Context: an optimization exercise on an open-source flow, tuned for small area and a short achievable clock period. The choices shown serve that exercise and are no tape-out recipe. RTL that was checked went through simulation tests only; none was proved equivalent to the original. Power and IR drop assume default switching activity.

Design fpadd_40, start of the top module:
module fpadd_40(x_40,y_40,res_40,clk_40,rst_40);
input  [31:0] x_40, y_40;
output [31:0] res_40;
input  clk_40, rst_40;
wire [7:0] ex = x_40[30:23];
wire [7:0] ey = y_40[30:23];
wire [8:0] dxy = {1'b0, ex} - {1'b0, ey};
wire [7:0] dyx = ey - ex;
wire       ge  = ~dxy[8];                    
wire [4:0] cxy = (dxy[7:0] > 8'd24) ? 5'd31 : dxy[4:0];   
wire [4:0] cyx = (dyx > 8'd24) ? 5'd31 : dyx[4:0];
wire       swap = y_40[30:0] > x_40[30:0];   
wire       hx   = |x_40[30:0];
wire       hy   = |y_40[30:0];
reg [22:0] fx1, fy1;
reg        hb1, sw1, sx1, sy1, sub1;
reg [7:0]  ea1;
reg [4:0]  d1;
always @(posedge clk_40) begin
  fx1  <= x_40[22:0];
  fy1  <= y_40[22:0];
  hb1  <= hx & hy;                            
  sw1  <= swap;
  ea1  <= ge ? ex : ey;
  d1   <= ge ? cxy : cyx;
  sx1  <= x_40[31] & (hx | hy);               
  sy1  <= y_40[31];
  sub1 <= x_40[31] ^ y_40[31];
end
wire [22:0] fa = sw1 ? fy1 : fx1;
wire        sg1 = sw1 ? sy1 : sx1;
wire [23:0] sb = {hb1, sw1 ? fx1 : fy1};
wire [24:0] b0 = {sb, 1'b0};
wire [24:0] b1 = d1[4] ? {16'd0, b0[24:16]} : b0;
wire [24:0] b2 = d1[3] ? { 8'd0, b1[24:8]}  : b1;
wire [24:0] b3 = d1[2] ? { 4'd0, b2[24:4]}  : b2;
wire [24:0] b4 = d1[1] ? { 2'd0, b3[24:2]}  : b3;
wire [24:0] b5 = d1[0] ? { 1'd0, b4[24:1]}  : b4;
reg [24:1] smask;
integer k;
always @(*) begin
  for (k = 1; k < 25; k = k + 1)
    smask[k] = (d1 > k) && (d1 <= k + 20) && (d1 <= 5'd24);
end
wire sticky = |(b0[24:1] & smask);
wire [25:0] aw = {2'b01, fa, 1'b0};
wire [25:0] bw = {sub1, b5 ^ {25{sub1}}};
wire [25:0] pw = aw ^ bw;
wire [25:0] gw = aw & bw;
reg [25:0] p2;
reg [23:1] g2;            
reg [7:0]  ea2;
reg        ci2, sg2;
always @(posedge clk_40) begin
  p2 <= pw; g2 <= gw[23:1]; ea2 <= ea1 + 8'd1;
  ci2 <= sub1 & ~sticky; sg2 <= sg1;
end
wire [25:0] s;
fpadd_40_add #(26) add (
  .p0(p2),
  .g0({1'b0, ~p2[24], g2, 1'b0}),
  .ci(ci2),
  .s (s)
);
  ...
Size: about 98 I/O pins, about 0.011 mm² of cells after synthesis.
==> flow/config.mk <==
export PLATFORM = sky130hd
export DESIGN_NAME = fpadd_40
export DESIGN_NICKNAME = fpadd_40
export VERILOG_FILES = /design/flow/design.v
export SDC_FILE = /design/flow/constraint.sdc
export NUM_CORES = 4
export LEC_CHECK = 0
export ABC_AREA = 1
export CAP_MARGIN = 20
export CORE_MARGIN = 2
export CORE_UTILIZATION = 40
export CTS_BUF_LIST = sky130_fd_sc_hd__clkbuf_8
export CTS_CLUSTER_SIZE = 24
export SETUP_SLACK_MARGIN = 2.8
export SLEW_MARGIN = 20
==> flow/constraint.sdc <==
create_clock -name core_clock -period 5.0 [get_ports {clk_40}]
set_input_delay 1.0000 -clock core_clock [delete_from_list [all_inputs] [get_ports {clk_40}]]
set_output_delay 1.0000 -clock core_clock [all_outputs]
set_load 0.01 [all_outputs]
standard.sh (not shown) runs the stock make flow with config.mk's settings and CLKGATE_MAP_FILE= SYNTH_SCRIPT=/design/flow/synth_recipe.tcl, a recipe that flattens the netlist after the stock synthesis.
==> flow/flow/run.sh <==
#!/bin/bash
# Standard ORFS layout with two changes: synthesis leaves adders to ABC
# (ADDER_MAP_FILE empty, so no half/full-adder cells are extracted; the
# synthesis script itself is the standard flow's, unchanged), the port buffers are
# buf_2 cells, and timing repair does not clone gates. Full make output in make_finish.log, each step's log under
# orfs/logs/.
set -euo pipefail
bash standard.sh finish 'ADDER_MAP_FILE=' 'BUFFER_PORTS_ARGS=-buffer_cell sky130_fd_sc_hd__buf_2' 'SKIP_GATE_CLONING=1' > make_finish.log 2>&1
The first run completed with no timing, DRC or antenna violations.
==> next run, changes <==
==> flow/flow/run.sh (replaced) <==
#!/bin/bash
# Standard ORFS layout, with the port buffers made from buf_2 cells instead
# of the resizer's default pick. Each step's full log stays under orfs/logs/.
set -euo pipefail
bash standard.sh finish 'BUFFER_PORTS_ARGS=-buffer_cell sky130_fd_sc_hd__buf_2' > make_finish.log 2>&1
Settings changed: SETUP_SLACK_MARGIN 2.8 to 2.4.
The changed run completed without violations.
Total power came out higher by about 1.7%.
Setup slack loses 0.39 ns.
Utilization fell by 0.85 points.
Final area drops by about 1.6%.
Clock power went up by about 6%.
Via count went down by 0.44%.
Routed wire length rises by about 4.4%.
Synthesized area goes up by about 0.9%.
Hold slack barely changes.
Die area came out higher by about 0.9%.

* * *

The RTL this note starts from:
==> flow/design.v <==
module fpadd_40_add #(parameter N = 26, parameter L = 5) (
  input  [N-1:0] p0, g0,
  input          ci,
  output [N-1:0] s
);
wire [N-1:0] g [0:L];
wire [N-1:0] p [0:L];
assign g[0] = g0 | {{(N-1){1'b0}}, p0[0] & ci};
assign p[0] = p0;
genvar l, i;
generate
  for (l = 0; l < L; l = l + 1) begin : lv
    for (i = 0; i < N; i = i + 1) begin : bt
      if ((i >> l) & 1) begin : mg
        localparam integer J = ((i >> l) << l) - 1;
        assign g[l+1][i] = g[l][i] | (p[l][i] & g[l][J]);
        assign p[l+1][i] = p[l][i] & p[l][J];
      end else begin : ps
        assign g[l+1][i] = g[l][i];
        assign p[l+1][i] = p[l][i];
      end
    end
  end
endgenerate
assign s = p0 ^ {g[L][N-2:0], ci};
endmodule
module fpadd_40(x_40,y_40,res_40,clk_40,rst_40);
input  [31:0] x_40, y_40;
output [31:0] res_40;
input  clk_40, rst_40;
wire [7:0] ex = x_40[30:23];
wire [7:0] ey = y_40[30:23];
wire [8:0] dxy = {1'b0, ex} - {1'b0, ey};
wire [7:0] dyx = ey - ex;
wire       ge  = ~dxy[8];                    
wire [4:0] cxy = (dxy[7:0] > 8'd24) ? 5'd31 : dxy[4:0];   
wire [4:0] cyx = (dyx > 8'd24) ? 5'd31 : dyx[4:0];
wire       swap = y_40[30:0] > x_40[30:0];   
wire       hx   = |x_40[30:0];
wire       hy   = |y_40[30:0];
reg [22:0] fx1, fy1;
reg        hb1, sw1, sx1, sy1, sub1;
reg [7:0]  ea1;
reg [4:0]  d1;
always @(posedge clk_40) begin
  fx1  <= x_40[22:0];
  fy1  <= y_40[22:0];
  hb1  <= hx & hy;                            
  sw1  <= swap;
  ea1  <= ge ? ex : ey;
  d1   <= ge ? cxy : cyx;
  sx1  <= x_40[31] & (hx | hy);               
  sy1  <= y_40[31];
  sub1 <= x_40[31] ^ y_40[31];
end
wire [22:0] fa = sw1 ? fy1 : fx1;
wire        sg1 = sw1 ? sy1 : sx1;
wire [23:0] sb = {hb1, sw1 ? fx1 : fy1};
wire [24:0] b0 = {sb[23:3], sb[2] & ~(d1 >= 5'd24), sb[1] & ~(d1 >= 5'd23),
                  sb[0] & ~(d1 >= 5'd22), 1'b0};
wire [24:0] b1 = d1[4] ? {16'd0, b0[24:16]} : b0;
wire [24:0] b2 = d1[3] ? { 8'd0, b1[24:8]}  : b1;
wire [24:0] b3 = d1[2] ? { 4'd0, b2[24:4]}  : b2;
wire [24:0] b4 = d1[1] ? { 2'd0, b3[24:2]}  : b3;
wire [24:0] b5 = d1[0] ? { 1'd0, b4[24:1]}  : b4;
wire sticky = ~&d1 & ((d1[4] & |b0[15:0]) | (d1[3] & |b1[7:0]) |
                      (d1[2] & |b2[3:0])  | (d1[1] & |b3[1:0]) |
                      (d1[0] & b4[0]));
wire [25:0] aw = {2'b01, fa, 1'b0};
wire [25:0] bw = {sub1, b5 ^ {25{sub1}}};
wire [25:0] pw = aw ^ bw;
wire [25:0] gw = aw & bw;
reg [25:0] p2;
reg [23:1] g2;            
reg [7:0]  ea2;
reg        ci2, sg2;
always @(posedge clk_40) begin
  p2 <= pw; g2 <= gw[23:1]; ea2 <= ea1 + 8'd1;
  ci2 <= sub1 & ~sticky; sg2 <= sg1;
end
wire [25:0] s;
fpadd_40_add #(26) add (
  .p0(p2),
  .g0({1'b0, ~p2[24], g2, 1'b0}),
  .ci(ci2),
  .s (s)
);
reg [25:0] s3;
reg [7:0]  e3;
reg        sg3;
always @(posedge clk_40) begin
  s3 <= s; e3 <= ea2; sg3 <= sg2;
end
wire [31:0] v = {s3, 6'd0};
wire [15:0] z1;  wire [15:0] c1;       
genvar g;
generate for (g = 0; g < 16; g = g + 1) begin : l1
  assign z1[g] = ~(v[2*g+1] | v[2*g]);
  assign c1[g] = ~v[2*g+1];
end endgenerate
wire [7:0] z2; wire [15:0] c2;         
generate for (g = 0; g < 8; g = g + 1) begin : l2
  assign z2[g] = z1[2*g+1] & z1[2*g];
  assign c2[2*g+1:2*g] = z1[2*g+1] ? {1'b1, c1[2*g]} : {1'b0, c1[2*g+1]};
end endgenerate
wire [3:0] z3; wire [11:0] c3;         
generate for (g = 0; g < 4; g = g + 1) begin : l3
  assign z3[g] = z2[2*g+1] & z2[2*g];
  assign c3[3*g+2:3*g] = z2[2*g+1] ? {1'b1, c2[4*g+1:4*g]} : {1'b0, c2[4*g+3:4*g+2]};
end endgenerate
wire [1:0] z4; wire [7:0] c4;          
generate for (g = 0; g < 2; g = g + 1) begin : l4
  assign z4[g] = z3[2*g+1] & z3[2*g];
  assign c4[4*g+3:4*g] = z3[2*g+1] ? {1'b1, c3[6*g+2:6*g]} : {1'b0, c3[6*g+5:6*g+3]};
end endgenerate
wire       nz = ~(z4[1] & z4[0]);
wire [4:0] lz = z4[1] ? {1'b1, c4[3:0]} : {1'b0, c4[7:4]};
wire [25:0] n1 = lz[4] ? {s3[9:0], 16'd0} : s3;
wire [25:0] n2 = lz[3] ? {n1[17:0], 8'd0} : n1;
wire [25:0] n3 = lz[2] ? {n2[21:0], 4'd0} : n2;
wire [25:0] n4 = lz[1] ? {n3[23:0], 2'd0} : n3;
wire [25:0] n5 = lz[0] ? {n4[24:0], 1'd0} : n4;
function [4:0] dec5;                         
  input [4:0] x;
  integer q;
  reg     bw;
  begin
    bw = 1'b1;
    for (q = 0; q < 5; q = q + 1) begin
      dec5[q] = x[q] ^ bw;
      bw = bw & ~x[q];
    end
  end
endfunction
function [3:0] sub3;                         
  input [2:0] x;
  input [2:0] k;
  integer q;
  reg     bw;
  begin
    bw = 1'b0;
    for (q = 0; q < 3; q = q + 1) begin
      sub3[q] = x[q] ^ k[q] ^ bw;
      bw = (~x[q] & k[q]) | (~(x[q] ^ k[q]) & bw);
    end
    sub3[3] = bw;
  end
endfunction
wire [4:0] eh  = e3[7:3];
wire [4:0] eh1 = dec5(eh);
wire [4:0] dh2 = dec5({1'b0, eh[4:1]});
wire [4:0] dh3 = dec5({1'b0, eh1[4:1]});
wire [4:0] dh4 = dec5({2'b0, eh[4:2]});
wire [4:0] eh2 = {dh2[3:0], eh[0]};
wire [4:0] eh3 = {dh3[3:0], eh1[0]};
wire [4:0] eh4 = {dh4[2:0], eh[1:0]};
reg  [4:0] hi0, hi1;                         
always @(*) begin
  case (lz[4:3])
    2'd0: begin hi0 = eh;  hi1 = eh1; end
    2'd1: begin hi0 = eh1; hi1 = eh2; end
    2'd2: begin hi0 = eh2; hi1 = eh3; end
    default: begin hi0 = eh3; hi1 = eh4; end
  endcase
end
wire [2:0] el = e3[2:0];
reg  [3:0] lo;
always @(*) begin
  case (lz[2:0])
    3'd0: lo = sub3(el, 3'd0);
    3'd1: lo = sub3(el, 3'd1);
    3'd2: lo = sub3(el, 3'd2);
    3'd3: lo = sub3(el, 3'd3);
    3'd4: lo = sub3(el, 3'd4);
    3'd5: lo = sub3(el, 3'd5);
    3'd6: lo = sub3(el, 3'd6);
    default: lo = sub3(el, 3'd7);
  endcase
end
wire [7:0] er = {lo[3] ? hi1 : hi0, lo[2:0]};
wire [31:0] r  = {sg3 & nz, nz ? er : 8'd0, n5[24:2]};
reg [31:0] r4;
always @(posedge clk_40) r4 <= r;
assign res_40 = r4;
endmodule
==> flow/config.mk <==
export PLATFORM = sky130hd
export DESIGN_NAME = fpadd_40
export DESIGN_NICKNAME = fpadd_40
export VERILOG_FILES = /design/flow/design.v
export SDC_FILE = /design/flow/constraint.sdc
export NUM_CORES = 4
export LEC_CHECK = 0
export ABC_AREA = 1
export CAP_MARGIN = 20
export CORE_MARGIN = 2
export CORE_UTILIZATION = 40
export CTS_BUF_LIST = sky130_fd_sc_hd__clkbuf_8
export CTS_CLUSTER_SIZE = 24
export SETUP_SLACK_MARGIN = 2.7
export SLEW_MARGIN = 20
==> flow/constraint.sdc <==
create_clock -name core_clock -period 5.0 [get_ports {clk_40}]
set_input_delay 1.0000 -clock core_clock [delete_from_list [all_inputs] [get_ports {clk_40}]]
set_output_delay 1.0000 -clock core_clock [all_outputs]
set_load 0.01 [all_outputs]
==> flow/flow/run.sh <==
#!/bin/bash
# Standard ORFS layout, with the port buffers made from buf_2 cells instead
# of the resizer's default pick. Each step's full log stays under orfs/logs/.
set -euo pipefail
bash standard.sh finish 'BUFFER_PORTS_ARGS=-buffer_cell sky130_fd_sc_hd__buf_2' > make_finish.log 2>&1
The first run passed the timing, DRC and antenna checks.
Edit:
- CTS_BUF_LIST: sky130_fd_sc_hd__clkbuf_8 -> unset
- CTS_CLUSTER_SIZE: 24 -> unset
- SETUP_SLACK_MARGIN: 2.7 -> 2.6
The changed run completed with no timing, DRC or antenna violations.
Combinational power is lower by about 6%.
Die area is unchanged.
Hold slack degrades by 0.0062 ns.
Setup slack got worse by 0.049 ns.
Synthesized cell count does not change.
Final cell count falls by 1.5%.
Core utilization came out lower by 1.4 points.
Sequential share of layout area increases by 0.75 points.
Register-to-register slack is worse by 0.05 ns.
Total power is higher by 1.5%.
Final area drops by 2.7%.
Edit:
- CTS_BUF_LIST: unset -> sky130_fd_sc_hd__clkbuf_8
- CTS_CLUSTER_SIZE: unset -> 24
- critical path depth is unchanged
- sequential power stays flat
- power falls by 5.4%
- design area falls by 2.2%
- worst setup slack improved by 0.037 ns
- synthesized area does not change
- utilization falls by 1.1 points
- wire length falls by 1.1%
- clock power falls by 26%
- count of clock-buffer cells in the layout falls by 2
No functional check of the RTL was part of any run of this note.

==> separate check: timing with driven ports <==
In the flow no input, the clock included, has a driving cell. The finished layouts below were timed again as built, in two steps. Step 1 assumes that a clkbuf_16 drives the clock port and a buf_2 every other input. Step 2 moves the port delays by t, midway between the first and last clock arrival at a register: inputs arrive t later, outputs are due t later. That takes back most of the time a late clock gives input paths. Three values: ideal, step 1, step 2; two values: the first two.
run | t, ns | setup slack, ns | worst setup path after step 2 | slew at the worst register clock pin (ns) | cell pins on the clock port's net
the first run of note 1 | 0.502 | 2.891 / 2.905 / 2.414 | input to register | 0.11 / 0.11 | 1
the second run of note 1 | 0.498 | 2.503 / 2.503 / 2.056 | input to register | 0.11 / 0.11 | 1
the first run of note 2 | 0.512 | 2.616 / 2.616 / 2.206 | input to register | 0.12 / 0.12 | 1
the second run of note 2 | 0.479 | 2.567 / 2.567 / 2.201 | input to register | 0.07 / 0.07 | 1
the third run of note 2 | 0.508 | 2.604 / 2.604 / 2.212 | input to register | 0.11 / 0.11 | 1
After both steps setup and hold are still met in every run listed. The setup slack of the first run of note 1, which loses most, moves by +0.014 ns with the drivers and by -0.477 ns with both steps.
